Context: an optimization exercise on an open-source flow, tuned for small area, a short achievable clock period and few clock cycles per item. The choices shown serve that exercise and are no tape-out recipe.
Where RTL was checked, it was by simulation tests only, not by an equivalence proof against the original.
Power figures rest on the tool's default switching activity, not on a simulated workload.

## try-cedar
==> flow/design.v (excerpt) <==
module dcs_tx (
  input         clk,
  input         rst,
  input         start,
  input  [31:0] msg,
  output        ready,
  output        done,
  output [15:0] crc,
  output [95:0] frame
);
Size in the first run: about 49 flip-flops, about 150 I/O pins.
clock: 5.0 ns
lec_check: 0
abc_area: 1
cap_margin: 20
core_margin: 2
core_utilization: 40
place_density: 0.6
slew_margin: 20
standard.sh (not shown) runs the stock make flow with config.mk's settings and CLKGATE_MAP_FILE= SYNTH_SCRIPT=/design/flow/synth_recipe.tcl, a recipe that flattens the netlist after the stock synthesis.
==> flow/flow/run.sh <==
#!/bin/bash
# Standard layout, but with the port buffers made from sky130_fd_sc_hd__buf_1
# instead of the buffer buffer_ports picks on its own.
set -euo pipefail
export BUFFER_PORTS_ARGS="-buffer_cell sky130_fd_sc_hd__buf_1"
bash standard.sh > standard.log 2>&1
try-cedar ran to completion and came out clean on the timing, design-rule and antenna checks.
### try-cedar -> try-raven
Settings: clearing ABC_AREA, which used to be 1.
==> notes.md <==
try-cedar reports its source of the critical timing path as msg[29] while try-raven reports msg[19].
try-raven vs. try-cedar: worst hold slack dropped 6.7 ps, height of the chip decreased 6.5%, synthesized area saw a decrease, sequential power share picked up an extra 5.2 points.
From try-cedar to try-raven the numbers moved as follows: synthesized instance count fell 151, HPWL reported at the end of detailed placement lost about 18%.
Capture point of the critical path: crc_r[0] -> try-raven, crc_r[15] -> try-cedar
What try-juniper does differently from try-raven at the input level:
==> flow/run.sh (new file) <==
#!/bin/bash
# synth_recipe.tcl (not shown) runs the flow's synth.tcl, then flattens the netlist and writes it again
# the make line also repeats each setting of config.mk as NAME=value (left out here)
make -C /OpenROAD-flow-scripts/flow DESIGN_CONFIG=/design/flow/config.mk WORK_HOME=/design/flow/orfs CLKGATE_MAP_FILE= SYNTH_SCRIPT=/design/flow/synth_recipe.tcl finish
removed: flow/flow/run.sh
removed: flow/standard.sh
Results
- Share of cell area taken by flip-flops and latches on try-juniper is down relative to try-raven.
- try-juniper vs try-raven — final standard cell area without fillers climbed by more than 10%
- Of try-juniper and try-raven, it is try-juniper that has the lower fmax.
- Where wire length is concerned, try-raven is better than try-juniper.
- Diff try-raven -> try-juniper: worst-margin pin slew picked up an extra 460 ps, combinational group share of total power rose by 7.4 points, post-layout net count saw little to no change, sink count of the clock tree neither gained nor lost much.
- try-raven vs try-juniper, slowest cell on the critical path: sky130_fd_sc_hd__xor3_2 vs sky130_fd_sc_hd__clkdlybuf4s50_1
[inputs] try-umber vs try-juniper
Settings: ABC_CLOCK_PERIOD_IN_PS: unset -> 1000.
==> flow/flow/run.sh (new file) <==
#!/bin/bash
# Standard layout, but with the port buffers made from sky130_fd_sc_hd__buf_1
# instead of the buffer buffer_ports picks on its own.
set -euo pipefail
export BUFFER_PORTS_ARGS="-buffer_cell sky130_fd_sc_hd__buf_1"
bash standard.sh > standard.log 2>&1
==> flow/standard.sh (new file) <==
#!/bin/bash
# synth_recipe.tcl (not shown) runs the flow's synth.tcl, then flattens the netlist and writes it again
# the make line also repeats each setting of config.mk as NAME=value (left out here)
make -C /OpenROAD-flow-scripts/flow DESIGN_CONFIG=/design/flow/config.mk WORK_HOME=/design/flow/orfs CLKGATE_MAP_FILE= SYNTH_SCRIPT=/design/flow/synth_recipe.tcl "${@:-finish}"
removed: flow/run.sh
[summary]
Diff try-juniper -> try-umber: half-perimeter wire length of the detailed placement result went down; clock latency on the worst-skew pair did not really move. The final reports for try-umber and try-juniper show synthesis-to-finish area growth lower in the former.
#### Input delta (try-quartz over try-umber)
Settings: setting SETUP_SLACK_MARGIN to 2.6 for the first time; removing ABC_CLOCK_PERIOD_IN_PS (formerly 1000).
### Flow results
The global-route usage reported for try-quartz is greater than that of try-umber by 2.8 points.
Cmp try-quartz vs try-umber: first-iteration DRC count higher in try-quartz
Of try-umber and try-quartz, try-quartz shows the higher wire length, with try-umber below it.
Setup changes, try-quartz to try-harbor
Settings: SETUP_SLACK_MARGIN no longer set, was 2.6; ABC_CLOCK_PERIOD_IN_PS now 2500, previously not set.
## What came out
- try-harbor closes out successfully: all stages finished, all timing, DRC and antenna checks passed.
- Per the comparison of try-harbor with try-quartz, post-synthesis to final-layout area growth decreased by 49 points relative to the old numbers, final standard cell area without fillers decreased by 1700 um2 relative to the old numbers, upper clock frequency limit decreased by 2.8% relative to the old numbers, worst endpoint data arrival time increased by 1120 ps relative to the old numbers.
- Global-route met3 utilization for try-harbor is lower than for try-quartz.
- try-quartz consumes more power than try-harbor.
Function was not checked in any run of this note: the RTL went through the layout flow alone.

---

== zinc ==
dcs_tx, a different RTL version from the one above (not shown whole).
For scale: roughly 260 cells after synthesis, about 49 flip-flops, ~150 I/O pins, roughly 3300 um^2 of cells after synthesis.
## dcs_tx
module dcs_tx (
  input         clk,
  input         rst,
  input         start,
  input  [31:0] msg,
  output        ready,
  output        done,
  output [15:0] crc,
  output [95:0] frame
);
  reg [31:0] data;
  reg [15:0] crc_r;
  reg        done_r;
  wire [15:0] crc_in;
  always @(posedge clk)
    begin
      if (start)
        begin
          data  <= msg;
          crc_r <= crc_in;
        end
      if (rst)
        done_r <= 1'b0;
      else if (start)
        done_r <= 1'b1;
    end
  wire [64:0] t;
  dcs_tx_xor2 ct0 (.a(msg[3]), .b(msg[31]), .y(t[0]));
  dcs_tx_xor2 ct1 (.a(msg[16]), .b(msg[30]), .y(t[1]));
  dcs_tx_xor2 ct2 (.a(msg[4]), .b(msg[17]), .y(t[2]));
  dcs_tx_xor2 ct3 (.a(msg[8]), .b(msg[24]), .y(t[3]));
  dcs_tx_xor2 ct4 (.a(msg[10]), .b(msg[23]), .y(t[4]));
  dcs_tx_xor2 ct5 (.a(msg[19]), .b(msg[21]), .y(t[5]));
  dcs_tx_xor2 ct6 (.a(msg[20]), .b(msg[22]), .y(t[6]));
  dcs_tx_xor2 ct7 (.a(msg[5]), .b(msg[18]), .y(t[7]));
  ...
==> flow/config.mk <==
export PLATFORM = sky130hd
export DESIGN_NAME = dcs_tx
export DESIGN_NICKNAME = dcs_tx
export VERILOG_FILES = /design/flow/design.v
export SDC_FILE = /design/flow/constraint.sdc
export NUM_CORES = 4
export LEC_CHECK = 0
export CAP_MARGIN = 20
export CORE_MARGIN = 2
export CORE_UTILIZATION = 40
export PLACE_DENSITY = 0.6
export SLEW_MARGIN = 20
export SYNTH_HIERARCHICAL = 1
==> flow/constraint.sdc <==
create_clock -name core_clock -period 5.0 [get_ports {clk}]
set_input_delay 1.0000 -clock core_clock [delete_from_list [all_inputs] [get_ports {clk}]]
set_output_delay 1.0000 -clock core_clock [all_outputs]
set_load 0.01 [all_outputs]
==> flow/flow/run.sh <==
#!/bin/bash
set -euo pipefail
export BUFFER_PORTS_ARGS="-buffer_cell sky130_fd_sc_hd__buf_1"
export CTS_ARGS="-sink_clustering_enable -repair_clock_nets -sink_clustering_size 50 -sink_clustering_max_diameter 500 -root_buf sky130_fd_sc_hd__clkbuf_16 -buf_list sky130_fd_sc_hd__clkbuf_16"
bash standard.sh > standard.log 2>&1
zinc: done, clean on timing, DRC and antenna
Testbench counts of zinc, summed over its fixed seeds: cycles 512, items 512.
Setup changes, zinc to lagoon
==> flow/flow/run.sh <==
#!/bin/bash
# Standard layout, but with the port buffers made from sky130_fd_sc_hd__buf_1
# instead of the buffer buffer_ports picks on its own.
set -euo pipefail
export BUFFER_PORTS_ARGS="-buffer_cell sky130_fd_sc_hd__buf_1"
bash standard.sh > standard.log 2>&1
diff --git a/flow/config.mk b/flow/config.mk
--- a/flow/config.mk
+++ b/flow/config.mk
@@ -9,4 +9,6 @@
 export CORE_MARGIN = 2
 export CORE_UTILIZATION = 40
+export CTS_CLUSTER_DIAMETER = 200
+export CTS_CLUSTER_SIZE = 50
 export PLACE_DENSITY = 0.6
 export SLEW_MARGIN = 20
lagoon closes out successfully: all stages finished, all timing, DRC and antenna checks passed.
The final reports for lagoon and zinc show synthesis-to-finish area growth lower in the former.
Final cell area: lagoon below zinc
Between zinc and lagoon, CTS clock-pin slew for the worst setup and hold paths is higher for lagoon, zinc comes in under that.
The higher core utilization of zinc and lagoon is in zinc.
[lagoon vs zinc] global-route met3 utilization: lower in lagoon
Global-route wire length before repair deteriorates in lagoon relative to zinc.
Cmp zinc and lagoon / first-iteration DRC count / lower: zinc
Reported for zinc and lagoon, setup total negative slack turned out identical to the last digit.
Looking at zinc and lagoon, the via count is a wash.
lagoon has worst hold slack above what zinc had.
The following lists how violet was set up differently from lagoon:
diff --git a/flow/config.mk b/flow/config.mk
--- a/flow/config.mk
+++ b/flow/config.mk
@@ -9,6 +9,4 @@
 export CORE_MARGIN = 2
 export CORE_UTILIZATION = 40
-export CTS_CLUSTER_DIAMETER = 200
-export CTS_CLUSTER_SIZE = 50
 export PLACE_DENSITY = 0.6
 export SLEW_MARGIN = 20
Findings:
Total of buffers placed on input and output ports: lagoon vs violet identical
Diff violet..lagoon | routed wire length | unchanged
Reported for lagoon and violet, total number of sequential cells turned out identical to the last digit.
All of lagoon and violet finish clean.
Per the comparison of violet with lagoon, worst-path maximum fanout has remained practically unchanged, synthesized-area fraction occupied by ao, oa, aoi and oai cells has remained practically unchanged.
As far as critical path depth goes, violet and lagoon are indistinguishable; the numbers are identical.
In terms of register-to-register slack, violet and lagoon differ only marginally.
The following lists how amber was set up differently from violet:
diff --git a/flow/config.mk b/flow/config.mk
--- a/flow/config.mk
+++ b/flow/config.mk
@@ -8,6 +8,6 @@
 export CAP_MARGIN = 20
 export CORE_MARGIN = 2
-export CORE_UTILIZATION = 40
-export PLACE_DENSITY = 0.6
+export CORE_UTILIZATION = 65
+export PLACE_DENSITY = 0.8
 export SLEW_MARGIN = 20
 export SYNTH_HIERARCHICAL = 1
Findings:
amber: minimum clock period 57 ps above violet
Relative to violet, amber degrades sum of internal, switching and leakage power.
[amber vs violet] worst max-slew margin expressed relative to the limit: lower in amber
Sequential cell area share delta (amber -> violet): insignificant
Cell area delta (violet -> amber): insignificant
The switching power total number comes out higher for amber vs violet.
Ratio of final minimum period to clock period (amber over violet): increase, 1.1 points
From violet to amber the numbers moved as follows: routed wire length neither gained nor lost much; area added between synthesis and finish fell 0.34 points.
In terms of source-to-sink clock delay at the later pin of the worst-skew pair, amber and violet differ only marginally.
[inputs] nickel vs amber
diff --git a/flow/config.mk b/flow/config.mk
--- a/flow/config.mk
+++ b/flow/config.mk
@@ -8,6 +8,7 @@
 export CAP_MARGIN = 20
 export CORE_MARGIN = 2
-export CORE_UTILIZATION = 65
-export PLACE_DENSITY = 0.8
+export CORE_UTILIZATION = 40
+export PLACE_DENSITY = 0.6
+export SETUP_SLACK_MARGIN = 2.55
 export SLEW_MARGIN = 20
 export SYNTH_HIERARCHICAL = 1
[summary]
Of amber and nickel, the run reporting the higher non-clock buffer count was nickel.
Summary of nickel over amber: portion of the clock cycle consumed by the worst path in the final layout down 2.3 points, die area rose by 59%, overall global routing resource usage now sits lower.

re-timing with driven ports:
The flow's constraints put no driver on any port. The routed layouts listed below were extracted and timed again, unchanged, in two steps. Step 1, drivers: a clkbuf_16 drives clk and a buf_2 each remaining input, both assumed. Step 2, shift: input delay + t, output delay - t, t = (earliest + latest rising clock arrival at the registers) / 2. This alone moves slack from input paths to output paths. Three values: ideal ports, drivers, drivers and shift; two values: the first two.
run	shift t [ns]	setup WS [ns]	worst setup path after step 2	latest minus earliest clock arrival (ns)	slew at the worst register clock pin (ns)
try-cedar	0.329	1.036 / 1.043 / 0.714	input to register	0.005 / 0.005	0.09 / 0.09
try-raven	0.322	2.308 / 2.310 / 1.988	input to register	0.009 / 0.009	0.09 / 0.09
try-juniper	0.322	1.960 / 1.960 / 1.640	input to register	0.006 / 0.006	0.09 / 0.09
try-umber	0.322	2.308 / 2.310 / 1.988	input to register	0.009 / 0.009	0.09 / 0.09
try-quartz	0.327	2.385 / 2.359 / 2.247	input to register	0.003 / 0.003	0.09 / 0.09
try-harbor	0.322	2.308 / 2.310 / 1.988	input to register	0.009 / 0.009	0.09 / 0.09
zinc	0.310	2.466 / 2.437 / 2.311	input to register	0.005 / 0.005	0.07 / 0.07
lagoon	0.324	2.444 / 2.416 / 2.322	input to register	0.007 / 0.008	0.09 / 0.09
violet	0.324	2.444 / 2.416 / 2.322	input to register	0.007 / 0.008	0.09 / 0.09
amber	0.325	2.387 / 2.360 / 2.154	input to register	0.008 / 0.008	0.09 / 0.09
nickel	0.325	2.503 / 2.475 / 2.339	input to register	0.007 / 0.007	0.09 / 0.09
After both steps every run listed still meets setup and hold. The setup slack of try-cedar, which loses most, moves by +0.007 ns with the drivers and by -0.322 ns with both steps.
